This design comes from an exercise in tuning for small area on the open sky130 flow, not from production work.
At most, simulation tests tie the RTL to the original design; equivalence was not proved.
The RTL of runs 1 and 2 was laid out without a check of its function.
Power and IR drop assume default switching activity.

`flow/config.mk`:
```
export PLATFORM = sky130hd
export DESIGN_NAME = snn_wrapper
export DESIGN_NICKNAME = snn_wrapper
export VERILOG_FILES = /design/flow/design.v
export SDC_FILE = /design/flow/constraint.sdc
export NUM_CORES = 4
export LEC_CHECK = 0
export ABC_AREA = 1
export CAP_MARGIN = 20
export CORE_MARGIN = 2
export CORE_UTILIZATION = 40
export PLACE_DENSITY = 0.6
export SLEW_MARGIN = 20
export SYNTH_MEMORY_MAX_BITS = 16384
```
`flow/constraint.sdc`:
```
create_clock -name core_clock -period 10.0 [get_ports {clk}]
set_input_delay 2.0000 -clock core_clock [delete_from_list [all_inputs] [get_ports {clk}]]
set_output_delay 2.0000 -clock core_clock [all_outputs]
set_load 0.01 [all_outputs]
```
`flow/design.v`:
```
module snn_csa_o(
    input  [30:0] b,
    input  [4:0] c,
    output [5:0] s
);
    wire w1 = b[0] ^ b[1] ^ b[2];
    wire w2 = (b[0] & (b[1] | b[2])) | (b[1] & b[2]);
    wire w3 = b[3] ^ b[4] ^ b[5];
    wire w4 = (b[3] & (b[4] | b[5])) | (b[4] & b[5]);
    wire w5 = b[6] ^ b[7] ^ b[8];
    wire w6 = (b[6] & (b[7] | b[8])) | (b[7] & b[8]);
    wire w7 = b[9] ^ b[10] ^ b[11];
    wire w8 = (b[9] & (b[10] | b[11])) | (b[10] & b[11]);
    wire w9 = b[12] ^ b[13] ^ b[14];
    wire w10 = (b[12] & (b[13] | b[14])) | (b[13] & b[14]);
    wire w11 = b[15] ^ b[16] ^ b[17];
    wire w12 = (b[15] & (b[16] | b[17])) | (b[16] & b[17]);
    wire w13 = b[18] ^ b[19] ^ b[20];
    wire w14 = (b[18] & (b[19] | b[20])) | (b[19] & b[20]);
    wire w15 = b[21] ^ b[22] ^ b[23];
    wire w16 = (b[21] & (b[22] | b[23])) | (b[22] & b[23]);
    wire w17 = b[24] ^ b[25] ^ b[26];
    wire w18 = (b[24] & (b[25] | b[26])) | (b[25] & b[26]);
    wire w19 = b[27] ^ b[28] ^ b[29];
    wire w20 = (b[27] & (b[28] | b[29])) | (b[28] & b[29]);
    wire w21 = b[30] ^ c[0] ^ w1;
    wire w22 = (b[30] & (c[0] | w1)) | (c[0] & w1);
    wire w23 = w3 ^ w5 ^ w7;
    wire w24 = (w3 & (w5 | w7)) | (w5 & w7);
    wire w25 = w9 ^ w11 ^ w13;
    wire w26 = (w9 & (w11 | w13)) | (w11 & w13);
    wire w27 = w15 ^ w17 ^ w19;
    wire w28 = (w15 & (w17 | w19)) | (w17 & w19);
    wire w29 = w21 ^ w23 ^ w25;
    wire w30 = (w21 & (w23 | w25)) | (w23 & w25);
    wire w31 = w27 ^ w29;
    wire w32 = w27 & w29;
    assign s[0] = w31;
    wire w33 = c[1] ^ w2 ^ w4;
    wire w34 = (c[1] & (w2 | w4)) | (w2 & w4);
    wire w35 = w6 ^ w8 ^ w10;
    wire w36 = (w6 & (w8 | w10)) | (w8 & w10);
    wire w37 = w12 ^ w14 ^ w16;
    wire w38 = (w12 & (w14 | w16)) | (w14 & w16);
    wire w39 = w18 ^ w20 ^ w22;
    wire w40 = (w18 & (w20 | w22)) | (w20 & w22);
    wire w41 = w24 ^ w26 ^ w28;
    wire w42 = (w24 & (w26 | w28)) | (w26 & w28);
    wire w43 = w30 ^ w32 ^ w33;
    wire w44 = (w30 & (w32 | w33)) | (w32 & w33);
    wire w45 = w35 ^ w37 ^ w39;
    wire w46 = (w35 & (w37 | w39)) | (w37 & w39);
    wire w47 = w41 ^ w43 ^ w45;
    wire w48 = (w41 & (w43 | w45)) | (w43 & w45);
    assign s[1] = w47;
    wire w49 = c[2] ^ w34 ^ w36;
    wire w50 = (c[2] & (w34 | w36)) | (w34 & w36);
    wire w51 = w38 ^ w40 ^ w42;
    wire w52 = (w38 & (w40 | w42)) | (w40 & w42);
    wire w53 = w44 ^ w46 ^ w48;
    wire w54 = (w44 & (w46 | w48)) | (w46 & w48);
    wire w55 = w49 ^ w51 ^ w53;
    wire w56 = (w49 & (w51 | w53)) | (w51 & w53);
    assign s[2] = w55;
    wire w57 = c[3] ^ w50 ^ w52;
    wire w58 = (c[3] & (w50 | w52)) | (w50 & w52);
    wire w59 = w54 ^ w56 ^ w57;
    wire w60 = (w54 & (w56 | w57)) | (w56 & w57);
    assign s[3] = w59;
    wire w61 = c[4] ^ w58 ^ w60;
    wire w62 = (c[4] & (w58 | w60)) | (w58 & w60);
    assign s[4] = w61;
    assign s[5] = w62;
endmodule
module snn_ring #(
    parameter N    = 30,   
    parameter W    = 15,   
    parameter JB   = 5,
    parameter IB   = 4,
    parameter ANY  = 0,    
    parameter ARM0 = 0     
) (
    input               clk,
    input               rst,
    input               fresh,
    input               start,      
    input               wbit,       
    output reg [JB-1:0] j,
    output reg [IB-1:0] i,
    output              u,          
    output              ud,         
    output              p,          
    output reg          rd,
    output reg          wr,
    output              done,       
    output              wdone       
);
    localparam L = N * W;
    reg [L-5:0] F;         
    reg [3:0]   dl;        
    reg         armed;
    reg [1:0]   wc;        
    wire bnd  = (i == W - 1);
    wire last = ANY ? (wc == N - 1) : (j == N - 1);
    assign u  = (fresh && rd) ? (i == 12) : F[0];
    assign ud = dl[3];
    generate
        if (W == 15) begin : g15
            assign p = !fresh && !F[11] && F[10];               
        end else begin : g16
            assign p = !fresh && !F[12] && (F[11] || F[10]);    
        end
    endgenerate
    assign done  = rd && bnd && last;
    assign wdone = wr && !rd && (i == 3);
    always @(posedge clk) begin
        F  <= {wr ? wbit : ud, F[L-5:1]};
        dl <= {dl[2:0], u};
        if (rst) begin
            i     <= 0;
            j     <= 0;
            rd    <= 1'b0;
            wr    <= 1'b0;
            armed <= ARM0;
            wc    <= 2'd0;
        end else begin
            i <= bnd ? {IB{1'b0}} : i + 1'b1;
            if (bnd) j <= (j == N - 1) ? {JB{1'b0}} : j + 1'b1;
            if (i == 3) wr <= rd;
            if (start) armed <= 1'b1;
            if (bnd) begin
                if (ANY) begin
                    if (rd) begin
                        wc <= wc + 1'b1;
                        if (last) rd <= 1'b0;
                    end else if (armed) begin
                        rd    <= 1'b1;
                        armed <= 1'b0;
                        wc    <= 2'd0;
                    end
                end else if (j == N - 1) begin
                    rd <= armed;
                    if (armed) armed <= 1'b0;
                end
            end
        end
    end
endmodule
module snn_rom_h(
    input [4:0] j,
    input [3:0] i,
    output reg [8:0] d
);
    always @* begin
        case ({j, i})
        9'd0: d = 9'h083;
        9'd1: d = 9'h1ce;
        9'd2: d = 9'h021;
        9'd3: d = 9'h109;
        9'd4: d = 9'h0ea;
        9'd5: d = 9'h10c;
        9'd6: d = 9'h0ea;
        9'd7: d = 9'h0c2;
        9'd8: d = 9'h07b;
        9'd9: d = 9'h1c5;
        9'd10: d = 9'h09f;
        9'd11: d = 9'h160;
        9'd12: d = 9'h0d5;
        9'd13: d = 9'h015;
        9'd14: d = 9'h015;
        9'd16: d = 9'h176;
        9'd17: d = 9'h0c9;
        9'd18: d = 9'h01a;
        9'd19: d = 9'h1eb;
        9'd20: d = 9'h0b3;
        9'd21: d = 9'h068;
        9'd22: d = 9'h0a4;
        9'd23: d = 9'h1b9;
        9'd24: d = 9'h0b7;
        9'd25: d = 9'h01e;
        9'd26: d = 9'h03e;
        9'd27: d = 9'h0fd;
        9'd28: d = 9'h1dc;
        9'd29: d = 9'h05d;
        9'd30: d = 9'h05c;
        9'd32: d = 9'h0c4;
        9'd33: d = 9'h1d9;
        9'd34: d = 9'h0db;
        9'd35: d = 9'h120;
        9'd36: d = 9'h012;
        9'd37: d = 9'h1e1;
        9'd38: d = 9'h174;
        9'd39: d = 9'h1fd;
        9'd40: d = 9'h194;
        9'd41: d = 9'h03d;
        9'd42: d = 9'h1e6;
        9'd43: d = 9'h0e6;
        9'd44: d = 9'h192;
        9'd45: d = 9'h082;
        9'd46: d = 9'h082;
        9'd48: d = 9'h14e;
        9'd49: d = 9'h06d;
        9'd50: d = 9'h091;
        9'd51: d = 9'h044;
        9'd52: d = 9'h1c4;
        9'd53: d = 9'h0b2;
        9'd54: d = 9'h090;
        9'd55: d = 9'h187;
        9'd56: d = 9'h1fe;
        9'd57: d = 9'h14e;
        9'd58: d = 9'h1b5;
        9'd59: d = 9'h1df;
        9'd60: d = 9'h0c0;
        9'd61: d = 9'h0d1;
        9'd62: d = 9'h0c1;
        9'd64: d = 9'h123;
        9'd65: d = 9'h154;
        9'd66: d = 9'h17f;
        9'd67: d = 9'h17b;
        9'd68: d = 9'h187;
        9'd69: d = 9'h125;
        9'd70: d = 9'h02d;
        9'd71: d = 9'h15b;
        9'd72: d = 9'h065;
        9'd73: d = 9'h175;
        9'd74: d = 9'h05c;
        9'd75: d = 9'h005;
        9'd76: d = 9'h16f;
        9'd77: d = 9'h036;
        9'd78: d = 9'h026;
        9'd80: d = 9'h1b7;
        9'd81: d = 9'h0be;
        9'd82: d = 9'h1c1;
        9'd83: d = 9'h1b9;
        9'd84: d = 9'h092;
        9'd85: d = 9'h1c8;
        9'd86: d = 9'h1c2;
        9'd87: d = 9'h02d;
        9'd88: d = 9'h07a;
        9'd89: d = 9'h1f2;
        9'd90: d = 9'h12d;
        9'd91: d = 9'h0ef;
        9'd92: d = 9'h063;
        9'd93: d = 9'h016;
        9'd94: d = 9'h006;
        9'd96: d = 9'h1a0;
        9'd97: d = 9'h1d5;
        9'd98: d = 9'h166;
        9'd99: d = 9'h141;
        9'd100: d = 9'h148;
        9'd101: d = 9'h0bf;
        9'd102: d = 9'h1fe;
        9'd103: d = 9'h17a;
        9'd104: d = 9'h13e;
        9'd105: d = 9'h1e1;
        9'd106: d = 9'h1ca;
        9'd107: d = 9'h0cf;
        9'd108: d = 9'h00e;
        9'd109: d = 9'h07a;
        9'd110: d = 9'h00a;
        9'd112: d = 9'h12b;
        9'd113: d = 9'h125;
        9'd114: d = 9'h1e4;
        9'd115: d = 9'h1f8;
        9'd116: d = 9'h052;
        9'd117: d = 9'h04d;
        9'd118: d = 9'h179;
        9'd119: d = 9'h173;
        9'd120: d = 9'h14a;
        9'd121: d = 9'h152;
        9'd122: d = 9'h159;
        9'd123: d = 9'h142;
        9'd124: d = 9'h0bb;
        9'd125: d = 9'h0c1;
        9'd126: d = 9'h0c1;
        9'd128: d = 9'h026;
        9'd129: d = 9'h0dc;
        9'd130: d = 9'h153;
        9'd131: d = 9'h00a;
        9'd132: d = 9'h159;
        9'd133: d = 9'h009;
        9'd134: d = 9'h09d;
        9'd135: d = 9'h13e;
        9'd136: d = 9'h043;
        9'd137: d = 9'h13a;
        9'd138: d = 9'h0f7;
        9'd139: d = 9'h1ed;
        9'd140: d = 9'h05b;
        9'd141: d = 9'h0c6;
        9'd142: d = 9'h042;
        9'd144: d = 9'h0ab;
        9'd145: d = 9'h191;
        9'd146: d = 9'h04f;
        9'd147: d = 9'h17a;
        9'd148: d = 9'h18c;
        9'd149: d = 9'h1aa;
        9'd150: d = 9'h1c3;
        9'd151: d = 9'h11d;
        9'd152: d = 9'h0ff;
        9'd153: d = 9'h15b;
        9'd154: d = 9'h16f;
        9'd155: d = 9'h09d;
        9'd156: d = 9'h03d;
        9'd157: d = 9'h0da;
        9'd158: d = 9'h018;
        9'd160: d = 9'h1cb;
        9'd161: d = 9'h034;
        9'd162: d = 9'h16a;
        9'd163: d = 9'h0cd;
        9'd164: d = 9'h0b9;
        9'd165: d = 9'h00d;
        9'd166: d = 9'h17d;
        9'd167: d = 9'h1e9;
        9'd168: d = 9'h060;
        9'd169: d = 9'h048;
        9'd170: d = 9'h138;
        9'd171: d = 9'h19d;
        9'd172: d = 9'h04f;
        9'd173: d = 9'h081;
        9'd174: d = 9'h001;
        9'd176: d = 9'h026;
        9'd177: d = 9'h088;
        9'd178: d = 9'h19f;
        9'd179: d = 9'h1a8;
        9'd180: d = 9'h180;
        9'd181: d = 9'h172;
        9'd182: d = 9'h17c;
        9'd183: d = 9'h068;
        9'd184: d = 9'h12a;
        9'd185: d = 9'h065;
        9'd186: d = 9'h0a6;
        9'd187: d = 9'h06c;
        9'd188: d = 9'h141;
        9'd189: d = 9'h047;
        9'd190: d = 9'h041;
        9'd192: d = 9'h18b;
        9'd193: d = 9'h0f8;
        9'd194: d = 9'h0a0;
        9'd195: d = 9'h199;
        9'd196: d = 9'h1e0;
        9'd197: d = 9'h1b9;
        9'd198: d = 9'h110;
        9'd199: d = 9'h141;
        9'd200: d = 9'h033;
        9'd201: d = 9'h1ab;
        9'd202: d = 9'h0bc;
        9'd203: d = 9'h155;
        9'd204: d = 9'h041;
        9'd205: d = 9'h029;
        9'd206: d = 9'h001;
        9'd208: d = 9'h050;
        9'd209: d = 9'h0a4;
        9'd210: d = 9'h103;
        9'd211: d = 9'h181;
        9'd212: d = 9'h06a;
        9'd213: d = 9'h062;
        9'd214: d = 9'h1e6;
        9'd215: d = 9'h187;
        9'd216: d = 9'h077;
        9'd217: d = 9'h1b5;
        9'd218: d = 9'h14b;
        9'd219: d = 9'h1d0;
        9'd220: d = 9'h036;
        9'd221: d = 9'h030;
        9'd222: d = 9'h030;
        9'd224: d = 9'h099;
        9'd225: d = 9'h14c;
        9'd226: d = 9'h072;
        9'd227: d = 9'h0f5;
        9'd228: d = 9'h134;
        9'd229: d = 9'h1fa;
        9'd230: d = 9'h188;
        9'd231: d = 9'h047;
        9'd232: d = 9'h156;
        9'd233: d = 9'h1bc;
        9'd234: d = 9'h15f;
        9'd235: d = 9'h1e5;
        9'd236: d = 9'h0b9;
        9'd237: d = 9'h08e;
        9'd238: d = 9'h08c;
        9'd240: d = 9'h0e7;
        9'd241: d = 9'h0bd;
        9'd242: d = 9'h0eb;
        9'd243: d = 9'h059;
        9'd244: d = 9'h1b8;
        9'd245: d = 9'h16f;
        9'd246: d = 9'h162;
        9'd247: d = 9'h08a;
        9'd248: d = 9'h0ad;
        9'd249: d = 9'h132;
        9'd250: d = 9'h06e;
        9'd251: d = 9'h17d;
        9'd252: d = 9'h141;
        9'd253: d = 9'h0ef;
        9'd254: d = 9'h061;
        9'd256: d = 9'h1fc;
        9'd257: d = 9'h082;
        9'd258: d = 9'h0fa;
        9'd259: d = 9'h176;
        9'd260: d = 9'h1f8;
        9'd261: d = 9'h1c5;
        9'd262: d = 9'h0d0;
        9'd263: d = 9'h146;
        9'd264: d = 9'h013;
        9'd265: d = 9'h152;
        9'd266: d = 9'h112;
        9'd267: d = 9'h072;
        9'd268: d = 9'h092;
        9'd269: d = 9'h075;
        9'd270: d = 9'h010;
        9'd272: d = 9'h1f3;
        9'd273: d = 9'h02e;
        9'd274: d = 9'h1c5;
        9'd275: d = 9'h042;
        9'd276: d = 9'h0e6;
        9'd277: d = 9'h016;
        9'd278: d = 9'h199;
        9'd279: d = 9'h077;
        9'd280: d = 9'h0ba;
        9'd281: d = 9'h1b9;
        9'd282: d = 9'h0e2;
        9'd283: d = 9'h1f8;
        9'd284: d = 9'h0a7;
        9'd285: d = 9'h0f7;
        9'd286: d = 9'h0e7;
        9'd288: d = 9'h1a9;
        9'd289: d = 9'h07a;
        9'd290: d = 9'h1d6;
        9'd291: d = 9'h075;
        9'd292: d = 9'h1da;
        9'd293: d = 9'h0e2;
        9'd294: d = 9'h054;
        9'd295: d = 9'h1d6;
        9'd296: d = 9'h0b2;
        9'd297: d = 9'h09e;
        9'd298: d = 9'h044;
        9'd299: d = 9'h1a0;
        9'd300: d = 9'h0e1;
        9'd301: d = 9'h0ab;
        9'd302: d = 9'h0a1;
        9'd304: d = 9'h020;
        9'd305: d = 9'h0c5;
        9'd306: d = 9'h0af;
        9'd307: d = 9'h082;
        9'd308: d = 9'h18e;
        9'd309: d = 9'h184;
        9'd310: d = 9'h09d;
        9'd311: d = 9'h1ed;
        9'd312: d = 9'h081;
        9'd313: d = 9'h1f4;
        9'd314: d = 9'h0bd;
        9'd315: d = 9'h1b1;
        9'd316: d = 9'h06a;
        9'd317: d = 9'h013;
        9'd318: d = 9'h002;
        9'd320: d = 9'h05d;
        9'd321: d = 9'h1d2;
        9'd322: d = 9'h16f;
        9'd323: d = 9'h05e;
        9'd324: d = 9'h102;
        9'd325: d = 9'h0ec;
        9'd326: d = 9'h112;
        9'd327: d = 9'h03e;
        9'd328: d = 9'h0f9;
        9'd329: d = 9'h0a6;
        9'd330: d = 9'h1f7;
        9'd331: d = 9'h1e8;
        9'd332: d = 9'h133;
        9'd333: d = 9'h011;
        9'd334: d = 9'h011;
        9'd336: d = 9'h1c7;
        9'd337: d = 9'h1f8;
        9'd338: d = 9'h079;
        9'd339: d = 9'h17e;
        9'd340: d = 9'h039;
        9'd341: d = 9'h038;
        9'd342: d = 9'h057;
        9'd343: d = 9'h10e;
        9'd344: d = 9'h0bf;
        9'd345: d = 9'h1c6;
        9'd346: d = 9'h10d;
        9'd347: d = 9'h0ba;
        9'd348: d = 9'h070;
        9'd349: d = 9'h058;
        9'd350: d = 9'h058;
        9'd352: d = 9'h09c;
        9'd353: d = 9'h02c;
        9'd354: d = 9'h069;
        9'd355: d = 9'h022;
        9'd356: d = 9'h1d5;
        9'd357: d = 9'h179;
        9'd358: d = 9'h0f4;
        9'd359: d = 9'h1ff;
        9'd360: d = 9'h0f8;
        9'd361: d = 9'h194;
        9'd362: d = 9'h045;
        9'd363: d = 9'h14e;
        9'd364: d = 9'h08e;
        9'd365: d = 9'h0e4;
        9'd366: d = 9'h0c4;
        9'd368: d = 9'h00c;
        9'd369: d = 9'h1ce;
        9'd370: d = 9'h1a0;
        9'd371: d = 9'h024;
        9'd372: d = 9'h1fc;
        9'd373: d = 9'h025;
        9'd374: d = 9'h041;
        9'd375: d = 9'h02b;
        9'd376: d = 9'h147;
        9'd377: d = 9'h0b9;
        9'd378: d = 9'h15d;
        9'd379: d = 9'h15b;
        9'd380: d = 9'h020;
        9'd381: d = 9'h0ed;
        9'd382: d = 9'h061;
        9'd384: d = 9'h1c6;
        9'd385: d = 9'h190;
        9'd386: d = 9'h179;
        9'd387: d = 9'h0c2;
        9'd388: d = 9'h03c;
        9'd389: d = 9'h14b;
        9'd390: d = 9'h076;
        9'd391: d = 9'h0a5;
        9'd392: d = 9'h1f5;
        9'd393: d = 9'h16c;
        9'd394: d = 9'h0a6;
        9'd395: d = 9'h19d;
        9'd396: d = 9'h0fe;
        9'd397: d = 9'h0a4;
        9'd398: d = 9'h0a4;
        9'd400: d = 9'h0fe;
        9'd401: d = 9'h048;
        9'd402: d = 9'h09d;
        9'd403: d = 9'h0cd;
        9'd404: d = 9'h0ab;
        9'd405: d = 9'h098;
        9'd406: d = 9'h1e1;
        9'd407: d = 9'h10c;
        9'd408: d = 9'h16f;
        9'd409: d = 9'h049;
        9'd410: d = 9'h195;
        9'd411: d = 9'h08d;
        9'd412: d = 9'h1f9;
        9'd413: d = 9'h010;
        9'd414: d = 9'h010;
        9'd416: d = 9'h186;
        9'd417: d = 9'h1c1;
        9'd418: d = 9'h07a;
        9'd419: d = 9'h0c2;
        9'd420: d = 9'h088;
        9'd421: d = 9'h059;
        9'd422: d = 9'h0b7;
        9'd423: d = 9'h02c;
        9'd424: d = 9'h035;
        9'd425: d = 9'h129;
        9'd426: d = 9'h07d;
        9'd427: d = 9'h19c;
        9'd428: d = 9'h122;
        9'd429: d = 9'h07d;
        9'd430: d = 9'h030;
        9'd432: d = 9'h059;
        9'd433: d = 9'h0c1;
        9'd434: d = 9'h07f;
        9'd435: d = 9'h0c6;
        9'd436: d = 9'h14b;
        9'd437: d = 9'h1c4;
        9'd438: d = 9'h12f;
        9'd439: d = 9'h107;
        9'd440: d = 9'h0ed;
        9'd441: d = 9'h082;
        9'd442: d = 9'h096;
        9'd443: d = 9'h13d;
        9'd444: d = 9'h173;
        9'd445: d = 9'h07c;
        9'd446: d = 9'h074;
        9'd448: d = 9'h1e9;
        9'd449: d = 9'h033;
        9'd450: d = 9'h010;
        9'd451: d = 9'h0a0;
        9'd452: d = 9'h0cc;
        9'd453: d = 9'h0ab;
        9'd454: d = 9'h041;
        9'd455: d = 9'h014;
        9'd456: d = 9'h130;
        9'd457: d = 9'h1fa;
        9'd458: d = 9'h018;
        9'd459: d = 9'h104;
        9'd460: d = 9'h09f;
        9'd461: d = 9'h0a5;
        9'd462: d = 9'h085;
        9'd464: d = 9'h1cc;
        9'd465: d = 9'h0cb;
        9'd466: d = 9'h1f3;
        9'd467: d = 9'h14a;
        9'd468: d = 9'h008;
        9'd469: d = 9'h0eb;
        9'd470: d = 9'h1a0;
        9'd471: d = 9'h01b;
        9'd472: d = 9'h128;
        9'd473: d = 9'h0b3;
        9'd474: d = 9'h0cc;
        9'd475: d = 9'h1eb;
        9'd476: d = 9'h053;
        9'd477: d = 9'h0a5;
        9'd478: d = 9'h001;
        default: d = 9'h0;
        endcase
    end
endmodule
module snn_rom_o(
    input [1:0] j,
    input [3:0] i,
    output reg [30:0] d
);
    always @* begin
        case ({j, i})
        6'd0: d = 31'h712cf436;
        6'd1: d = 31'h64815345;
        6'd2: d = 31'h775e2a3c;
        6'd3: d = 31'h23fee131;
        6'd4: d = 31'h7f3d39a8;
        6'd5: d = 31'h72eca1f2;
        6'd6: d = 31'h69f5ceaf;
        6'd7: d = 31'h30f0714d;
        6'd8: d = 31'h266bd760;
        6'd9: d = 31'h1e232b85;
        6'd10: d = 31'h4dbf4cbc;
        6'd11: d = 31'h2235466f;
        6'd12: d = 31'h6540afa6;
        6'd13: d = 31'h3f1b3ee7;
        6'd14: d = 31'h270a0e26;
        6'd15: d = 31'h270a0e26;
        6'd16: d = 31'h4a06ddb9;
        6'd17: d = 31'h19a9134b;
        6'd18: d = 31'h6d050c82;
        6'd19: d = 31'h0295f85c;
        6'd20: d = 31'h65eb5086;
        6'd21: d = 31'h38391be6;
        6'd22: d = 31'h0347ff27;
        6'd23: d = 31'h01bfaeae;
        6'd24: d = 31'h63f73225;
        6'd25: d = 31'h4319c43b;
        6'd26: d = 31'h3bfb7b0c;
        6'd27: d = 31'h699dcd99;
        6'd28: d = 31'h39f8e3b6;
        6'd29: d = 31'h32f2bebf;
        6'd30: d = 31'h30b28693;
        6'd31: d = 31'h30b28693;
        6'd32: d = 31'h3a92d76a;
        6'd33: d = 31'h36a232e9;
        6'd34: d = 31'h033915b1;
        6'd35: d = 31'h1e5fa1c4;
        6'd36: d = 31'h39cc4669;
        6'd37: d = 31'h451d91bf;
        6'd38: d = 31'h3fe10746;
        6'd39: d = 31'h38a93f7b;
        6'd40: d = 31'h6cd5fecc;
        6'd41: d = 31'h28caa655;
        6'd42: d = 31'h274e4493;
        6'd43: d = 31'h3f641ddb;
        6'd44: d = 31'h4991f20d;
        6'd45: d = 31'h29b9eb83;
        6'd46: d = 31'h0901e303;
        6'd47: d = 31'h0901e303;
        6'd48: d = 31'h60b2d603;
        6'd49: d = 31'h5014217e;
        6'd50: d = 31'h7b523628;
        6'd51: d = 31'h4a54149a;
        6'd52: d = 31'h75065ec6;
        6'd53: d = 31'h5801603e;
        6'd54: d = 31'h290b7d41;
        6'd55: d = 31'h530a49f7;
        6'd56: d = 31'h0b68e533;
        6'd57: d = 31'h69766e31;
        6'd58: d = 31'h3daeab4e;
        6'd59: d = 31'h555a0c73;
        6'd60: d = 31'h3e85eb04;
        6'd61: d = 31'h37ffdb9d;
        6'd62: d = 31'h169e4804;
        6'd63: d = 31'h169e4804;
        default: d = 31'h0;
        endcase
    end
endmodule
`timescale 1ns / 1ps
module snn_wrapper(
        input clk,
        input rst,
        input [7:0] i_input_neurons,
        output [3:0] o_output_spike,
        output [29:0] o_hidden_spike
    );
    reg [9:0] tcnt;
    reg       tick_d;
    wire      tick = (tcnt == 10'h3ac);
    always @(posedge clk) begin
        if (rst || tick)
            tcnt <= 10'h001;
        else
            tcnt <= {tcnt[8:0], tcnt[9] ^ tcnt[6]};
        if (rst)
            tick_d <= 1'b0;
        else
            tick_d <= tick;
    end
    reg  [7:0]  in_s;      
    reg  [29:0] hs;        
    reg  [3:0]  os;        
    reg         fresh;     
    always @(posedge clk)
        if (tick) in_s <= i_input_neurons;
    assign o_hidden_spike = hs & {30{tick_d}};
    assign o_output_spike = os & {4{tick_d}};
    wire        wbit;
    wire [1:0]  oj;
    wire [3:0]  oi;
    wire        ou, oud, op, ord, owr, owdone;
    snn_ring #(.N(4), .W(16), .JB(2), .IB(4), .ANY(1), .ARM0(1)) u_oring (
        .clk(clk), .rst(rst), .fresh(fresh), .start(tick_d), .wbit(wbit),
        .j(oj), .i(oi), .u(ou), .ud(oud), .p(op), .rd(ord), .wr(owr),
        .done(), .wdone(owdone)
    );
    wire [4:0]  hj;
    wire [3:0]  hi;
    wire        hu, hud, hp, hrd, hwr, hdone;
    snn_ring #(.N(30), .W(15), .JB(5), .IB(4), .ANY(0), .ARM0(0)) u_hring (
        .clk(clk), .rst(rst), .fresh(fresh), .start(owdone), .wbit(wbit),
        .j(hj), .i(hi), .u(hu), .ud(hud), .p(hp), .rd(hrd), .wr(hwr),
        .done(hdone), .wdone()
    );
    wire        om   = ord || owr;           
    wire [3:0]  i    = om ? oi : hi;
    wire        u    = om ? ou : hu;
    wire        ud   = om ? oud : hud;
    wire        bnd  = om ? (oi == 4'd15) : (hi == 4'd14);
    wire        zi   = om ? (oi == 4'd0) : (hi == 4'd1);    
    wire [30:0] orom;
    wire [8:0]  hrom;
    snn_rom_o u_rom_o (.j(oj), .i(oi), .d(orom));
    snn_rom_h u_rom_h (.j(hj), .i(hi), .d(hrom));
    wire [29:0] og = hs & orom[29:0] & {30{om && !fresh}};
    wire [7:0]  hg = in_s & hrom[7:0] & {8{!om && !fresh}};
    wire [30:0] cb = {om ? orom[30] : hrom[8], og[29:8], og[7:0] | hg};
    reg  [4:0]  creg;      
    reg         breg;      
    reg         yreg;      
    reg  [3:0]  dh;        
    reg         preg;      
    wire [4:0]  cin = (i == 4'd0) ? 5'd0 : creg;
    wire [5:0]  sum;                     
    snn_csa_o u_sum (.b(cb), .c(cin), .s(sum));
    wire        xb  = sum[0];
    wire [1:0]  ds  = xb + !u + ((i == 4'd0) ? 1'b1 : breg);
    wire [6:0]  dhi = {2'b00, creg} - (({1'b0, sum} + 1'b1) >> 1) + u - 1'b1 + ds[1];
    wire        dd  = (i < 4'd4) ? dh[i[1:0]] : ds[0];
    wire [1:0]  ys  = ud + dd + ((i == 4'd4) ? 1'b0 : yreg);
    assign wbit = preg ? zi : ys[0];
    always @(posedge clk) begin
        creg <= sum[5:1];
        breg <= ds[1];
        yreg <= ys[1];
        if (bnd) dh <= dhi[3:0];
        if (i == 4'd3) preg <= om ? op : hp;
        if (ord && oi == 4'd3) os[oj] <= op;
        if (hrd && hi == 4'd3) hs <= {hp, hs[29:1]};    
        if (rst)
            fresh <= 1'b1;
        else if (hdone)
            fresh <= 1'b0;
    end
endmodule
```
`flow/flow/run.sh`:
```
#!/bin/bash
# Standard layout, with a smaller port buffer and a clock tree without dummy loads.
set -euo pipefail
bash standard.sh \
  "BUFFER_PORTS_ARGS=-buffer_cell sky130_fd_sc_hd__buf_1" \
  "CTS_ARGS=-sink_clustering_enable -repair_clock_nets -dont_use_dummy_load -buf_list sky130_fd_sc_hd__clkbuf_8 -sink_clustering_size 20 -sink_clustering_max_diameter 60" \
  finish > flow_make.log 2>&1
```
`flow/standard.sh`:
```
#!/bin/bash
# synth_recipe.tcl (not shown) runs the flow's synth.tcl, then flattens the netlist and writes it again
# the make line also repeats each setting of config.mk as NAME=value (left out here)
make -C /OpenROAD-flow-scripts/flow DESIGN_CONFIG=/design/flow/config.mk WORK_HOME=/design/flow/orfs CLKGATE_MAP_FILE= SYNTH_SCRIPT=/design/flow/synth_recipe.tcl "${@:-finish}"
```
==> flow_summary_export.csv, run 1 <==
group,metric,value,unit
timing,hold_violations,0,
yosys,synth_area,0.0224,mm²
yosys,synth_top_area_share,0.498,
timing,drv_slew,0,
global_routing,antenna_found_initial,3,
route,vias_per_cell,5.70,
timing,rsz0062_at_grt,"false",
timing,tns,0,ns
setup_path,worst-path-max-fanout,15,
global_routing,grt_pass1_vias,18341,
floorplan,placementRows,86,
yosys,synth_seq_area_share,0.561,
global_routing,grt_max_degree,47,
route,detail_route.wl_per_cell,25.7,µm
timing,min_period,9.44,ns
global_routing,use_met3,0.0765,
yosys,yosys_warnings,5,
setup_path,reg2reg_from,"u_hring.i[1]$_SDFF_PP0_",
yosys,synth_top_cell_by_area,"dfxtp_1",
yosys,synth.distinct_cells,55,
status,status,"finished clean",
cells_and_area,multi_input_area,0.00840,mm²
timing,clock_skew,0.124,ns
setup_path,startpoint,"u_hring.i[1]$_SDFF_PP0_",
timing,holdWs,0.266,ns
route,drc,0,
timing,relSlewSlack,0.271,
timing,tightest_slew,1.08,ns
timing,setup_viol,0,
route,drt.antenna.violating_nets,0,
cts,numCtsBuffers,42,
placed_design,gp_congestion,1.12,
placed_design,place_inst,3334,
route,routed_wl,86.9,mm
pwr,p_leak,10.6,nW
cells_and_area,regArea,0.0125,mm²
yosys,syn_inst,2592,
yosys,synth_most_common_cell,"nand2_1",
cts,cts_tree,"built",
setup_path,cp_slowest_stage_delay,0.78,ns
global_routing,grt_use_total,0.300,
route,dr.pass1.iters,8,
min_path,worstHoldStart,"u_hring.F[348]$_DFF_P_",
yosys,synth_nets,2682,
cts,cts_buffer_depth,3,
yosys,ys.flop_type,"dfxtp_1",
setup_path,crit_path_top_delay_cell,"nand2_1",
setup_path,cp_common_cell,"fa_1",
cts,clock-sinks,603,
floorplan,io_pins,44,
floorplan,coreArea,0.0552,mm²
route,vias,19243,
timing,fmax,106,MHz
global_routing,overflow,0,
cells_and_area,n_fill_cell,5598,
floorplan,dieArea,0.0578,mm²
global_routing,grt_pass1_wl,126,mm
cts,clk_latency,0.64,ns
pwr,power_density,165,mW/mm²
setup_path,crit_required,10.36,ns
yosys,synthTopCellsByArea,"dfxtp_1 50%, nand2_1 11%, nand3_1 6.8%",
min_path,hp-class,"flip-flop to flip-flop",
placed_design,io_buffers,43,
placed_design,hpwl,62.9,mm
yosys,synth_common_cells,"655 x nand2_1, 556 x dfxtp_1, 303 x nand3_1, 220 x inv_1, 215 x nor2_1",
cells_and_area,drive_above_1_share,0.0556,
cts,cts_hold_buf,0,
yosys,avgSynthCellArea,8.63,µm²
route,first_iter_violations,2762,
cts,h-tree-depth,2,
floorplan,chipHeight,240,µm
floorplan,initial_core_util,0.405,
cts,postCtsSetupRepairBufs,0,
yosys,synth_edf_count,47,
cts,cts_resized,0,
yosys,synthArstFlopShare,0,
global_routing,grt_use_met2,0.408,
global_routing,grt_busiest_layer,"met1",
cells_and_area,syn2layout_area_growth,7.34,%
global_routing,met1_usage,0.431,
setup_path,endpoint_kind,"flip-flop",
floorplan,die_w,240,µm
setup_path,worstSetupStartpointType,"flip-flop",
cells_and_area,layout.cells.non_filler,3378,
timing,fin_ws,0.564,ns
yosys,ys_seq_elements,603,
cells_and_area,nets,2720,
setup_path,worstPathArrival,9.80,ns
job,maxCapViolCount,0,
placed_design,pre_cts_ws,0.747,ns
setup_path,critPathKind,"flip-flop to flip-flop",
pwr,ir_worst_vdd,0.000156,V
cts,path_clk_slew,0.10,ns
cts,clockRootBuffer,"clkbuf_8",
timing,post-route-period-util,0.944,
pwr,power.total,3.97,mW
state kept, by name, indices dropped and copies added (netlist names), 5 cells and up:
name and cells:
creg 5, u_hring.j 5, u_hring.F 446, hs 30, tcnt 10, in_s 8, u_oring.F 60
critical path: cells and delay by family (launching register included):
family | cells | cell delay [ns]
XOR/XNOR | 3 | 0.40
buffers and inverters | 7 | 0.78
AND/OR/NAND/NOR | 11 | 2.11
AO/OA/AOI/OAI | 1 | 0.19
adder cells (fa/ha/maj) | 12 | 5.07
flip-flops | 1 | 0.72
routing by layer:
| layer | up-vias | part of all wire |
|---|---|---|
| li1 | 8435 | - |
| met1 | 9155 | 0.43 |
| met2 | 1341 | 0.39 |
| met3 | 312 | 0.12 |
| met4 | 0 | 0.063 |
| met5 | - | 0 |
power by group:
part | total, mW | internal, mW | switching, mW
Clock | 1.04 | 0.377 | 0.665
Sequential | 2.44 | 2.43 | 0.00765
Combinational | 0.485 | 0.117 | 0.368
Total | 3.97 | 2.93 | 1.04
through the flow:
| step | util | area (µm²) |
|---|---|---|
| after floorplan | - | 22400 |
| after CTS | 0.435 | 24000 |
| after global placement | 0.424 | 23400 |
| after global routing | 0.435 | 24000 |
| after detailed placement | 0.424 | 23400 |
| final | 0.435 | 24000 |
kinds of logic (layout without fill, tap and decap cells):
family          Yosys count  count (layout)  share of synthesized area
other cells               0               2                          0
simple gates           1264            1264                      0.239
fa+ha+maj                80              80                     0.0562
mux                       1               1                   0.000448
buf+inv                 344             380                     0.0641
flops                   603             603                      0.561
compound gates          289             289                     0.0748
xor+xnor                 11              11                    0.00431
cells in the final DEF (no fill, tap or decap), types with 5 or more instances in the layout:
cell / netlist / final
a21oi_1: 100 / 100
a221oi_1: 5 / 5
a31oi_1: 10 / 10
buf_1: 17 / 43
buf_4: 15 / 64
clkbuf_8: 0 / 42
dfxtp_1: 556 / 554
edfxtp_1: 47 / 47
fa_1: 34 / 34
ha_1: 46 / 46
inv_1: 220 / 219
inv_2: 5 / 6
nand2_1: 655 / 655
nand2_2: 9 / 9
nand3_1: 303 / 303
nand4_1: 29 / 29
nor2_1: 215 / 211
nor2_2: 6 / 10
nor3_1: 31 / 31
o211ai_1: 12 / 12
o21ai_0: 101 / 101
o21ai_1: 9 / 9
o221ai_1: 6 / 6
o22ai_1: 5 / 5
o311ai_0: 14 / 14
o31ai_1: 11 / 11
xor2_1: 7 / 7
layout make-up:
cell class / count / area share
inverter: 229 / 0.0359
multi-input combinational: 1645 / 0.350
antenna: 2 / 0.000208
timing repair buffer: 109 / 0.0284
tap: 748 / 0.0390
clock buffer: 42 / 0.0241
sequential: 603 / 0.523
path summary, 6_finish.rpt:
path / endpoint / slack [ns] / depth (start not counted)
setup / recovery: dh[3]$_DFFE_PP_ / 0.56 / 34
hold / removal: u_hring.F[347]$_DFF_P_ / 0.27 / 0
setup reg to reg: dh[3]$_DFFE_PP_ / 0.56 / 34
hold reg to reg: u_hring.F[347]$_DFF_P_ / 0.27 / 0
==> run 2: changes to the inputs <==
==> flow/flow/run.sh (replaced) <==
#!/bin/bash
# Standard layout, with a smaller port buffer and a clock tree without dummy loads.
set -euo pipefail
bash standard.sh \
  "BUFFER_PORTS_ARGS=-buffer_cell sky130_fd_sc_hd__buf_1" \
  "CTS_ARGS=-sink_clustering_enable -repair_clock_nets -dont_use_dummy_load -buf_list sky130_fd_sc_hd__clkbuf_4 -sink_clustering_size 12 -sink_clustering_max_diameter 60" \
  finish > flow_make.log 2>&1
==> run 2 against run 1 <==
Effect of this change:
- total power is 3.0% lower
- utilization down 0.21 points
- via count increased by 0.20%
- synthesized cell count unchanged
- hold slack lost 0.071 ns
- sequential power about the same
- first-iteration DRC count down 3.3%
- non-clock buffer count is the same
- global-route usage hardly changed
- largest power group unchanged
- highest routed layer unchanged
==> flow_summary_export.csv, run 2 <==
group,metric,value,unit
global_routing,antenna_found_initial,4,
timing,fin_ws,0.744,ns
pwr,ir_worst_vdd,0.000150,V
setup_path,worstPathArrival,9.86,ns
cts,cts_resized,0,
global_routing,grt_max_degree,47,
setup_path,r2r_slack,0.74,ns
cts,postCtsSetupRepairBufs,0,
setup_path,critPathKind,"flip-flop to flip-flop",
cells_and_area,final_common_cell,"nand2_1",
cts,cts_tree,"built",
yosys,synth_seq_area_share,0.561,
setup_path,cp_slowest_stage_delay,0.72,ns
timing,setup_viol,0,
setup_path,cp_common_cell,"fa_1",
pwr,p_leak,10.6,nW
cts,cts_buffer_depth,3,
yosys,synth_top_cell_by_area,"dfxtp_1",
min_path,hp-class,"flip-flop to flip-flop",
cells_and_area,regMostFlops,"u_hring.F",
setup_path,crit_required,10.61,ns
timing,tns,0,ns
global_routing,grt_pass1_wl,126,mm
global_routing,grt_use_total,0.301,
placed_design,hpwl,62.9,mm
route,first_iter_violations,2671,
cts,clk_latency,0.85,ns
setup_path,worstSetupStartpointType,"flip-flop",
cells_and_area,regArea,0.0125,mm²
status,status,"finished clean",
cells_and_area,multi_input_area,0.00840,mm²
yosys,synth.distinct_cells,55,
cts,clockRootBuffer,"clkbuf_4",
route,drt.antenna.violating_nets,0,
timing,post-route-period-util,0.926,
timing,min_period,9.26,ns
cts,h-tree-depth,2,
cts,cts_hold_buf,0,
setup_path,endpoint_kind,"flip-flop",
timing,tightest_slew,1.06,ns
global_routing,overflow,0,
floorplan,coreArea,0.0552,mm²
cells_and_area,drive_above_1_share,0.0620,
floorplan,die_w,240,µm
timing,drv_slew,0,
timing,fmax,108,MHz
cts,clock-sinks,603,
timing,relSlewSlack,0.287,
cells_and_area,nets,2738,
cts,numCtsBuffers,60,
yosys,synthArstFlopShare,0,
yosys,synth_common_cells,"655 x nand2_1, 556 x dfxtp_1, 303 x nand3_1, 220 x inv_1, 215 x nor2_1",
yosys,synthTopCellsByArea,"dfxtp_1 50%, nand2_1 11%, nand3_1 6.8%",
yosys,ys.flop_type,"dfxtp_1",
yosys,syn_inst,2592,
yosys,synth_area,0.0224,mm²
route,detail_route.wl_per_cell,25.5,µm
global_routing,grt_pass1_vias,18510,
pwr,power_density,161,mW/mm²
yosys,avgSynthCellArea,8.63,µm²
floorplan,placementRows,86,
cells_and_area,largest_reg_flops,446,
route,drc,0,
floorplan,io_pins,44,
timing,hold_violations,0,
yosys,synth_edf_count,47,
placed_design,place_inst,3334,
yosys,yosys_warnings,5,
route,vias_per_cell,5.67,
floorplan,chipHeight,240,µm
timing,rsz0062_at_grt,"false",
floorplan,initial_core_util,0.405,
cells_and_area,finish.utilization,0.433,
cells_and_area,n_fill_cell,5612,
setup_path,worst-path-max-fanout,15,
route,routed_wl,86.7,mm
setup_path,crit_path_top_delay_cell,"nand2_1",
timing,clock_skew,0.214,ns
timing,holdWs,0.195,ns
floorplan,dieArea,0.0578,mm²
job,maxCapViolCount,0,
cells_and_area,top_regs,"u_hring.F x446, u_oring.F x60, hs x30",
placed_design,io_buffers,43,
placed_design,gp_congestion,1.12,
placed_design,pre_cts_ws,0.747,ns
yosys,ys_seq_elements,603,
route,dr.pass1.iters,6,
cts,path_clk_slew,0.11,ns
cells_and_area,syn2layout_area_growth,6.81,%
yosys,synth_nets,2682,
route,vias,19282,
cells_and_area,layout.cells.non_filler,3400,
cells_and_area,mostFrequentLayoutCells,"655 x nand2_1, 554 x dfxtp_1, 303 x nand3_1",
yosys,synth_top_area_share,0.498,
yosys,synth_most_common_cell,"nand2_1",
run 2: cell counts after synthesis:
No cell type changed its count.
run 2: cells by family after synthesis:
group	count (synthesis)	synth area share
mux	1	0.000448
flops	603	0.561
xor+xnor	11	0.00431
fa+ha+maj	80	0.0562
simple gates	1264	0.239
compound gates	289	0.0748
buf+inv	344	0.0641
run 2: area by class of cell:
type / instances / area share
flip-flops and latches: 603 / 0.525
multi-input cells: 1645 / 0.352
well taps: 748 / 0.0392
inverters: 229 / 0.0361
repair buffers: 109 / 0.0285
clock buffers: 60 / 0.0189
diodes: 6 / 0.000629
run 2: layer usage:
metal	up-vias	global-route usage	routed length, µm
met5	-	0	0
met4	0	0.157	5020
met3	295	0.0815	10300
met2	1281	0.411	34000
met1	9213	0.429	37400
li1	8493	-	-
run 2: final timing paths:
check | start | end | cells past startpoint
max | u_hring.i[1]$_SDFF_PP0_ | dh[3]$_DFFE_PP_ | 34
min | u_hring.F[91]$_DFF_P_ | u_hring.F[90]$_DFF_P_ | 0
max reg2reg | u_hring.i[1]$_SDFF_PP0_ | dh[3]$_DFFE_PP_ | 34
min reg2reg | u_hring.F[91]$_DFF_P_ | u_hring.F[90]$_DFF_P_ | 0
run 2: critical path: cells and delay by family (launching register included):
| family | cells | cell delay [ns] |
|---|---|---|
| AND/OR/NAND/NOR | 11 | 2.08 |
| adder cells (fa/ha/maj) | 12 | 5.06 |
| XOR/XNOR | 3 | 0.39 |
| buffers and inverters | 7 | 0.76 |
| flip-flops | 1 | 0.71 |
| AO/OA/AOI/OAI | 1 | 0.19 |
run 2: where the power goes:
group	internal (mW)	switching, mW
registers	2.43	0.00752
logic	0.116	0.365
clock network	0.275	0.654
run 2: stage by stage:
| step | instance area, µm² | total power, mW |
|---|---|---|
| after floorplan | 22400 | 2.75 |
| after global placement | 23400 | 2.96 |
| after detailed placement | 23400 | 2.94 |
| after CTS | 23900 | 3.88 |
| after global routing | 23900 | 4.03 |
| final | 23900 | 3.85 |
==> run 3: changes to the inputs <==
--- a/flow/design.v
+++ b/flow/design.v
@@ -170,2 +170,3 @@
         9'd14: d = 9'h015;
+        9'd15: d = 9'h015;
         9'd16: d = 9'h176;
@@ -185,2 +186,3 @@
         9'd30: d = 9'h05c;
+        9'd31: d = 9'h05c;
         9'd32: d = 9'h0c4;
@@ -200,2 +202,3 @@
         9'd46: d = 9'h082;
+        9'd47: d = 9'h082;
         9'd48: d = 9'h14e;
@@ -215,2 +218,3 @@
         9'd62: d = 9'h0c1;
+        9'd63: d = 9'h0c1;
         9'd64: d = 9'h123;
@@ -230,2 +234,3 @@
         9'd78: d = 9'h026;
+        9'd79: d = 9'h026;
         9'd80: d = 9'h1b7;
@@ -245,2 +250,3 @@
         9'd94: d = 9'h006;
+        9'd95: d = 9'h006;
         9'd96: d = 9'h1a0;
@@ -260,2 +266,3 @@
         9'd110: d = 9'h00a;
+        9'd111: d = 9'h00a;
         9'd112: d = 9'h12b;
@@ -275,2 +282,3 @@
         9'd126: d = 9'h0c1;
+        9'd127: d = 9'h0c1;
         9'd128: d = 9'h026;
@@ -290,2 +298,3 @@
         9'd142: d = 9'h042;
+        9'd143: d = 9'h042;
         9'd144: d = 9'h0ab;
@@ -305,2 +314,3 @@
         9'd158: d = 9'h018;
+        9'd159: d = 9'h018;
         9'd160: d = 9'h1cb;
@@ -320,2 +330,3 @@
         9'd174: d = 9'h001;
+        9'd175: d = 9'h001;
         9'd176: d = 9'h026;
@@ -335,2 +346,3 @@
         9'd190: d = 9'h041;
+        9'd191: d = 9'h041;
         9'd192: d = 9'h18b;
@@ -350,2 +362,3 @@
         9'd206: d = 9'h001;
+        9'd207: d = 9'h001;
         9'd208: d = 9'h050;
@@ -365,2 +378,3 @@
         9'd222: d = 9'h030;
+        9'd223: d = 9'h030;
         9'd224: d = 9'h099;
@@ -380,2 +394,3 @@
         9'd238: d = 9'h08c;
+        9'd239: d = 9'h08c;
         9'd240: d = 9'h0e7;
@@ -395,2 +410,3 @@
         9'd254: d = 9'h061;
+        9'd255: d = 9'h061;
         9'd256: d = 9'h1fc;
@@ -410,2 +426,3 @@
         9'd270: d = 9'h010;
+        9'd271: d = 9'h010;
         9'd272: d = 9'h1f3;
@@ -425,2 +442,3 @@
         9'd286: d = 9'h0e7;
+        9'd287: d = 9'h0e7;
         9'd288: d = 9'h1a9;
@@ -440,2 +458,3 @@
         9'd302: d = 9'h0a1;
+        9'd303: d = 9'h0a1;
         9'd304: d = 9'h020;
@@ -455,2 +474,3 @@
         9'd318: d = 9'h002;
+        9'd319: d = 9'h002;
         9'd320: d = 9'h05d;
@@ -470,2 +490,3 @@
         9'd334: d = 9'h011;
+        9'd335: d = 9'h011;
         9'd336: d = 9'h1c7;
@@ -485,2 +506,3 @@
         9'd350: d = 9'h058;
+        9'd351: d = 9'h058;
         9'd352: d = 9'h09c;
@@ -500,2 +522,3 @@
         9'd366: d = 9'h0c4;
+        9'd367: d = 9'h0c4;
         9'd368: d = 9'h00c;
@@ -515,2 +538,3 @@
         9'd382: d = 9'h061;
+        9'd383: d = 9'h061;
         9'd384: d = 9'h1c6;
@@ -530,2 +554,3 @@
         9'd398: d = 9'h0a4;
+        9'd399: d = 9'h0a4;
         9'd400: d = 9'h0fe;
@@ -545,2 +570,3 @@
         9'd414: d = 9'h010;
+        9'd415: d = 9'h010;
         9'd416: d = 9'h186;
@@ -560,2 +586,3 @@
         9'd430: d = 9'h030;
+        9'd431: d = 9'h030;
         9'd432: d = 9'h059;
@@ -575,2 +602,3 @@
         9'd446: d = 9'h074;
+        9'd447: d = 9'h074;
         9'd448: d = 9'h1e9;
@@ -590,2 +618,3 @@
         9'd462: d = 9'h085;
+        9'd463: d = 9'h085;
         9'd464: d = 9'h1cc;
@@ -605,2 +634,35 @@
         9'd478: d = 9'h001;
+        9'd479: d = 9'h001;
+        9'd480: d = 9'h099;
+        9'd481: d = 9'h14c;
+        9'd482: d = 9'h072;
+        9'd483: d = 9'h0f5;
+        9'd484: d = 9'h134;
+        9'd485: d = 9'h1fa;
+        9'd486: d = 9'h188;
+        9'd487: d = 9'h047;
+        9'd488: d = 9'h156;
+        9'd489: d = 9'h1bc;
+        9'd490: d = 9'h15f;
+        9'd491: d = 9'h1e5;
+        9'd492: d = 9'h0b9;
+        9'd493: d = 9'h08e;
+        9'd494: d = 9'h08c;
+        9'd495: d = 9'h08c;
+        9'd496: d = 9'h0e7;
+        9'd497: d = 9'h0bd;
+        9'd498: d = 9'h0eb;
+        9'd499: d = 9'h059;
+        9'd500: d = 9'h1b8;
+        9'd501: d = 9'h16f;
+        9'd502: d = 9'h162;
+        9'd503: d = 9'h08a;
+        9'd504: d = 9'h0ad;
+        9'd505: d = 9'h132;
+        9'd506: d = 9'h06e;
+        9'd507: d = 9'h17d;
+        9'd508: d = 9'h141;
+        9'd509: d = 9'h0ef;
+        9'd510: d = 9'h061;
+        9'd511: d = 9'h061;
         default: d = 9'h0;
==> flow/flow/run.sh (replaced) <==
#!/bin/bash
# Standard layout, with a smaller port buffer and a clock tree without dummy loads.
set -euo pipefail
bash standard.sh \
  "BUFFER_PORTS_ARGS=-buffer_cell sky130_fd_sc_hd__buf_1" \
  "CTS_ARGS=-sink_clustering_enable -repair_clock_nets -dont_use_dummy_load -buf_list sky130_fd_sc_hd__clkbuf_4 -sink_clustering_size 10 -sink_clustering_max_diameter 40" \
  finish > flow_make.log 2>&1
--- a/flow/config.mk
+++ b/flow/config.mk
@@ -8,3 +8,3 @@
 export ABC_AREA = 1
-export CAP_MARGIN = 20
+export CAP_MARGIN = 10
 export CORE_MARGIN = 2
@@ -12,3 +12,3 @@
 export PLACE_DENSITY = 0.6
-export SLEW_MARGIN = 20
+export SLEW_MARGIN = 10
 export SYNTH_MEMORY_MAX_BITS = 16384
==> run 3 against run 2 <==
Effect of this change:
- sequential power is essentially flat
- first-iteration DRC count shrank 0.15%
- clock skew shrank 0.11 ns
- combinational power rose by 4%
- largest cell class unchanged
- critical path depth rose by 3
- non-clock buffer count up 38
- register-to-register slack got worse by 0.02 ns
- final area increased by 1.8%
- global-route usage is 0.86 points higher
- worst setup slack got worse by 0.019 ns
==> flow_summary_export.csv, run 3 <==
group,metric,value,unit
route,routed_wl,88.8,mm
timing,holdWs,0.227,ns
timing,tns,0,ns
cts,postCtsSetupRepairBufs,0,
floorplan,chipHeight,240,µm
setup_path,crit_path_top_delay_cell,"dfxtp_1",
pwr,clock_power_share,0.261,
floorplan,coreArea,0.0551,mm²
cells_and_area,syn2layout_area_growth,8.88,%
yosys,avgSynthCellArea,8.61,µm²
pwr,pwr-share-comb,0.125,
cells_and_area,regMostFlops,"u_hring.F",
floorplan,dieArea,0.0577,mm²
cells_and_area,drive_above_1_share,0.0789,
global_routing,grt_pass1_vias,18603,
job,maxCapViolCount,0,
cts,clockRootBuffer,"clkbuf_4",
placed_design,pre_cts_ws,0.894,ns
cells_and_area,finalInstanceArea,0.0243,mm²
yosys,synth_most_common_cell,"nand2_1",
yosys,synth_area,0.0223,mm²
global_routing,antenna_found_initial,5,
yosys,yosys_warnings,5,
cells_and_area,top_regs,"u_hring.F x446, u_oring.F x60, hs x30",
cts,path_clk_slew,0.09,ns
cts,clk_latency,0.79,ns
yosys,synthArstFlopShare,0,
cells_and_area,nets,2794,
cells_and_area,finish.utilization,0.441,
yosys,synth_top_cell_by_area,"dfxtp_1",
timing,min_period,9.28,ns
cts,cts_resized,0,
setup_path,worstPathArrival,9.79,ns
route,vias_per_cell,5.62,
setup_path,critPathKind,"flip-flop to flip-flop",
timing,post-route-period-util,0.928,
timing,rsz0062_at_grt,"false",
yosys,syn_inst,2593,
global_routing,grt_use_total,0.309,
setup_path,worst-path-max-fanout,15,
cells_and_area,final_common_cell,"nand2_1",
pwr,power.switching,1.06,mW
floorplan,placementRows,86,
timing,clock_skew,0.101,ns
pwr,power_density,163,mW/mm²
floorplan,die_w,240,µm
timing,fin_ws,0.725,ns
yosys,synth_top_area_share,0.498,
yosys,synth_edf_count,47,
route,first_iter_violations,2667,
yosys,synth_seq_area_share,0.562,
timing,drv_slew,0,
floorplan,initial_core_util,0.405,
global_routing,grt_pass1_wl,128,mm
placed_design,place_inst,3371,
cts,cts_tree,"built",
setup_path,endpoint_kind,"flip-flop",
cts,numCtsBuffers,77,
pwr,p_leak,10.9,nW
placed_design,hpwl,65.7,mm
cells_and_area,mostFrequentLayoutCells,"653 x nand2_1, 553 x dfxtp_1, 298 x nand3_1",
timing,hold_violations,0,
yosys,synth.distinct_cells,48,
yosys,synthTopCellsByArea,"dfxtp_1 50%, nand2_1 11%, nand3_1 6.7%",
timing,tightest_slew,1.29,ns
setup_path,cp_slowest_stage_delay,0.77,ns
pwr,pwr-share-seq,0.614,
global_routing,grt_max_degree,87,
cells_and_area,n_fill_cell,5555,
cts,cts_buffer_depth,3,
cts,clock-sinks,603,
min_path,hp-class,"flip-flop to flip-flop",
route,drt.antenna.violating_nets,0,
setup_path,crit_required,10.52,ns
route,detail_route.wl_per_cell,25.7,µm
cells_and_area,largest_reg_flops,446,
timing,relSlewSlack,0.135,
pwr,ir_worst_vdd,0.000177,V
yosys,ys_seq_elements,603,
cts,cts_hold_buf,0,
route,drc,0,
cells_and_area,layout.cells.non_filler,3451,
yosys,synth_nets,2685,
route,vias,19379,
setup_path,worstSetupStartpointType,"flip-flop",
yosys,ys.flop_type,"dfxtp_1",
pwr,power.total,3.97,mW
global_routing,overflow,0,
pwr,p_int,2.91,mW
timing,setup_viol,0,
pwr,switching_share,0.267,
cts,h-tree-depth,3,
yosys,synth_common_cells,"653 x nand2_1, 556 x dfxtp_1, 298 x nand3_1, 235 x inv_1, 219 x nor2_1",
placed_design,gp_congestion,1.10,
timing,fmax,108,MHz
floorplan,io_pins,44,
status,status,"finished clean",
setup_path,r2r_slack,0.72,ns
placed_design,place_area,0.0237,mm²
route,dr.pass1.iters,6,
placed_design,io_buffers,43,
==> run 3: layout make-up <==
cell class | count | area [µm²] | share of cell area
diodes | 3 | 7.51 | 0.000309
clock buffers | 77 | 578 | 0.0238
inverters | 243 | 913 | 0.0376
multi-input cells | 1630 | 8330 | 0.343
flip-flops and latches | 603 | 12500 | 0.516
well taps | 748 | 936 | 0.0385
repair buffers | 147 | 1000 | 0.0413
==> run 3: power by group through the flow <==
stage	Clock (mW)	Combinational [mW]	Sequential (mW)
finish	1.04	0.498	2.44
global route	1.18	0.515	2.44
CTS	1.09	0.467	2.44
detailed placement	0	0.465	2.49
global placement	0	0.486	2.49
floorplan	0	0.257	2.49
==> run 3: logic make-up after synthesis <==
kind of cell             count (synthesis)  share of synthesized area
AO/OA/AOI/OAI                          286                     0.0752
AND/OR/NAND/NOR                       1251                      0.235
flip-flops                             603                      0.562
adder cells (fa/ha/maj)                 82                     0.0574
multiplexers                             2                   0.000897
buffers and inverters                  360                     0.0663
XOR/XNOR                                 9                    0.00353
==> run 3: routing by layer <==
metal,GRT usage,routed length (µm),up-vias
met1,0.434,38100,9119
met4,0.161,5080,6
met2,0.413,34200,1366
li1,-,-,8593
met5,0,35,-
met3,0.109,11400,295
==> run 3: worst paths after layout <==
check	start	endpoint	cells after the start
min	u_hring.F[408]$_DFF_P_	u_hring.F[407]$_DFF_P_	0
max	u_hring.i[1]$_SDFF_PP0_	dh[3]$_DFFE_PP_	37
max reg2reg	u_hring.i[1]$_SDFF_PP0_	dh[3]$_DFFE_PP_	37
min reg2reg	u_hring.F[408]$_DFF_P_	u_hring.F[407]$_DFF_P_	0
==> run 3: critical path, delay by kind of cell (launching register included) <==
kind / cells / cell delay (ns)
buf+inv: 9 / 0.89
xor+xnor: 3 / 0.52
flops: 1 / 0.77
simple gates: 12 / 1.80
compound gates: 1 / 0.21
fa+ha+maj: 12 / 4.91
==> run 4: changes to the inputs <==
==> flow/flow/run.sh (replaced) <==
#!/bin/bash
# Standard layout, with a smaller port buffer and a clock tree without dummy loads.
set -euo pipefail
bash standard.sh \
  "BUFFER_PORTS_ARGS=-buffer_cell sky130_fd_sc_hd__buf_1" \
  "CTS_ARGS=-sink_clustering_enable -repair_clock_nets -dont_use_dummy_load -buf_list sky130_fd_sc_hd__clkbuf_8 -sink_clustering_size 20 -sink_clustering_max_diameter 60" \
  finish > flow_make.log 2>&1
--- a/flow/config.mk
+++ b/flow/config.mk
@@ -7,4 +7,3 @@
 export LEC_CHECK = 0
-export ABC_AREA = 1
-export CAP_MARGIN = 10
+export CAP_MARGIN = 20
 export CORE_MARGIN = 2
@@ -12,3 +11,3 @@
 export PLACE_DENSITY = 0.6
-export SLEW_MARGIN = 10
+export SLEW_MARGIN = 20
 export SYNTH_MEMORY_MAX_BITS = 16384
==> run 4 against run 3 <==
Effect of this change:
- count of clock-buffer cells in the layout is 36 lower
- via count rose by 3.6%
- hold slack better by 0.056 ns
- total power is 2.7% higher
- highest routed layer unchanged
- routed wire length is 4.8% higher
- synthesized area is 5.9% higher
==> flow_summary_export.csv, run 4 <==
group,metric,value,unit
status,status,"finished clean",
cells_and_area,regMostFlops,"u_hring.F",
global_routing,grt_use_total,0.302,
yosys,synthTopCellsByArea,"dfxtp_1 47%, edfxtp_1 6.0%, a21oi_1 3.6%",
placed_design,hpwl,63.6,mm
yosys,synthArstFlopShare,0,
yosys,syn_inst,2368,
cells_and_area,largest_reg_flops,446,
cells_and_area,mostFrequentLayoutCells,"547 x dfxtp_1, 171 x a21oi_1, 145 x nand2_1",
floorplan,coreArea,0.0587,mm²
cts,numCtsBuffers,41,
floorplan,placementRows,89,
setup_path,endpoint_kind,"flip-flop",
timing,setup_viol,0,
cts,clockRootBuffer,"clkbuf_8",
yosys,synth.distinct_cells,92,
global_routing,overflow,0,
cts,path_clk_slew,0.10,ns
cells_and_area,drive_above_1_share,0.0952,
route,drt.antenna.violating_nets,0,
cts,clock-sinks,603,
route,first_iter_violations,3025,
yosys,ys.flop_type,"dfxtp_1",
cells_and_area,multi_input_area,0.00995,mm²
floorplan,die_w,247,µm
yosys,synth_common_cells,"556 x dfxtp_1, 171 x a21oi_1, 145 x nand2_1, 138 x o21ai_0, 121 x clkbuf_1",
global_routing,antenna_found_initial,5,
pwr,power.total,4.08,mW
timing,hold_violations,0,
cts,cts_tree,"built",
cells_and_area,regArea,0.0126,mm²
floorplan,initial_core_util,0.403,
global_routing,grt_pass1_vias,19045,
timing,min_period,9.45,ns
cts,postCtsSetupRepairBufs,0,
yosys,synth_seq_area_share,0.530,
timing,relSlewSlack,0.275,
route,dr.pass1.iters,6,
timing,post-route-period-util,0.945,
setup_path,crit_path_top_delay_cell,"a311oi_1",
cells_and_area,layout.cells.non_filler,3152,
setup_path,critPathKind,"flip-flop to flip-flop",
placed_design,gp_congestion,1.07,
yosys,ys_seq_elements,603,
global_routing,grt_pass1_wl,135,mm
timing,rsz0062_at_grt,"false",
timing,fmax,106,MHz
timing,clock_skew,0.0813,ns
global_routing,grt_max_degree,132,
pwr,ir_worst_vdd,0.000161,V
route,vias_per_cell,6.37,
floorplan,chipHeight,247,µm
setup_path,cp_slowest_stage_delay,0.93,ns
timing,tightest_slew,1.08,ns
pwr,p_leak,9.38,nW
setup_path,cp_common_cell,"fa_1",
yosys,synth_nets,2460,
cts,h-tree-depth,2,
placed_design,place_inst,3105,
yosys,synth_edf_count,47,
cells_and_area,nets,2467,
placed_design,io_buffers,43,
job,maxCapViolCount,0,
yosys,avgSynthCellArea,9.99,µm²
cells_and_area,top_regs,"u_hring.F x446, u_oring.F x60, hs x30",
setup_path,critPathBufInv,8,
setup_path,path_delay_family,"adder cells",
route,drc,0,
route,detail_route.wl_per_cell,29.5,µm
timing,tns,0,ns
floorplan,dieArea,0.0611,mm²
cts,clk_latency,0.63,ns
cells_and_area,finish.utilization,0.435,
setup_path,worstSetupStartpointType,"flip-flop",
cts,cts_buffer_depth,3,
cells_and_area,syn2layout_area_growth,8.01,%
cells_and_area,n_fill_cell,5714,
yosys,yosys_warnings,5,
cts,cts_hold_buf,0,
cts,cts_resized,0,
setup_path,worstPathArrival,9.82,ns
floorplan,io_pins,44,
timing,holdWs,0.283,ns
route,routed_wl,93.1,mm
yosys,synth_top_area_share,0.471,
cells_and_area,final_common_cell,"dfxtp_1",
setup_path,crit_required,10.36,ns
setup_path,worst-path-max-fanout,60,
yosys,synth_top_cell_by_area,"dfxtp_1",
route,vias,20081,
timing,drv_slew,0,
yosys,synth_area,0.0236,mm²
min_path,hp-class,"flip-flop to flip-flop",
yosys,synth_most_common_cell,"dfxtp_1",
pwr,power_density,160,mW/mm²
==> run 4: changes by cell type after synthesis, moves of 55 or more <==
cell,previous run,this run
clkbuf_1,44,121
nor2_1,219,120
nand2_1,653,145
and2_1,0,55
inv_1,235,69
nand3_1,298,49
a21oi_1,97,171
==> run 4: kinds of logic (layout without fill, tap and decap cells) <==
logic type,count (synthesis),in the layout,synth area share
xor+xnor,13,13,0.00482
other cells,0,6,0
buf+inv,284,289,0.0505
flops,603,603,0.530
fa+ha+maj,82,82,0.0542
compound gates,715,715,0.205
mux,27,27,0.0149
simple gates,644,644,0.140
==> run 4: power breakdown <==
| part | internal (mW) | switching, mW | total (mW) |
|---|---|---|---|
| registers | 2.43 | 0.0115 | 2.45 |
| clock network | 0.368 | 0.674 | 1.04 |
| logic | 0.183 | 0.405 | 0.588 |
| total | 2.99 | 1.09 | 4.08 |
==> run 4: routing by layer <==
metal	share of wire	GRT usage	up-vias
li1	-	-	8501
met1	0.41	0.417	9638
met2	0.40	0.420	1517
met3	0.12	0.0998	421
met4	0.062	0.152	4
met5	0.00029	0	-
==> run 4: area by class of cell <==
class                   instances  share of cell area
inverters                      75              0.0110
flip-flops and latches        603               0.492
clock buffers                  41              0.0221
diodes                          6            0.000588
well taps                     773              0.0379
repair buffers                173              0.0470
multi-input cells            1481               0.390
==> run 4: stage by stage <==
stage               setup slack [ns]  instance area (µm²)
floorplan                       1.79                23600
global placement               0.900                25000
detailed placement              1.16                25000
CTS                             1.17                25500
global route                   0.323                25500
finish                         0.546                25500
==> run 4: path summary, 6_finish.rpt <==
path,depth (start not counted),slack [ns],end,start
min,0,0.28,u_hring.F[420]$_DFF_P_,u_hring.F[421]$_DFF_P_
max,28,0.55,dh[3]$_DFFE_PP_,u_hring.i[3]$_SDFF_PP0_
max reg2reg,28,0.55,dh[3]$_DFFE_PP_,u_hring.i[3]$_SDFF_PP0_
min reg2reg,0,0.28,u_hring.F[420]$_DFF_P_,u_hring.F[421]$_DFF_P_

==> separate check: timing with driven ports <==
Ports are ideal in the flow. The routed layouts listed here were re-timed in OpenROAD. Step 1 assumes that a clkbuf_16 drives the clock port and a buf_2 every other input. Step 2 moves the port delays by t, midway between the first and last clock arrival at a register: inputs arrive t later, outputs are due t later. That takes back most of the time a late clock gives input paths. Slacks: ideal ports / drivers / drivers and shift; pairs: ideal ports / drivers.
run | t (ns) | slack for setup (ns) | worst setup path at the end
run 1 | 0.637 | 0.564 / 0.564 / 0.564 | register to register
run 2 | 0.786 | 0.744 / 0.744 / 0.744 | register to register
run 3 | 0.771 | 0.725 / 0.725 / 0.725 | register to register
run 4 | 0.647 | 0.546 / 0.546 / 0.546 | register to register
After both steps every run listed still meets setup and hold.
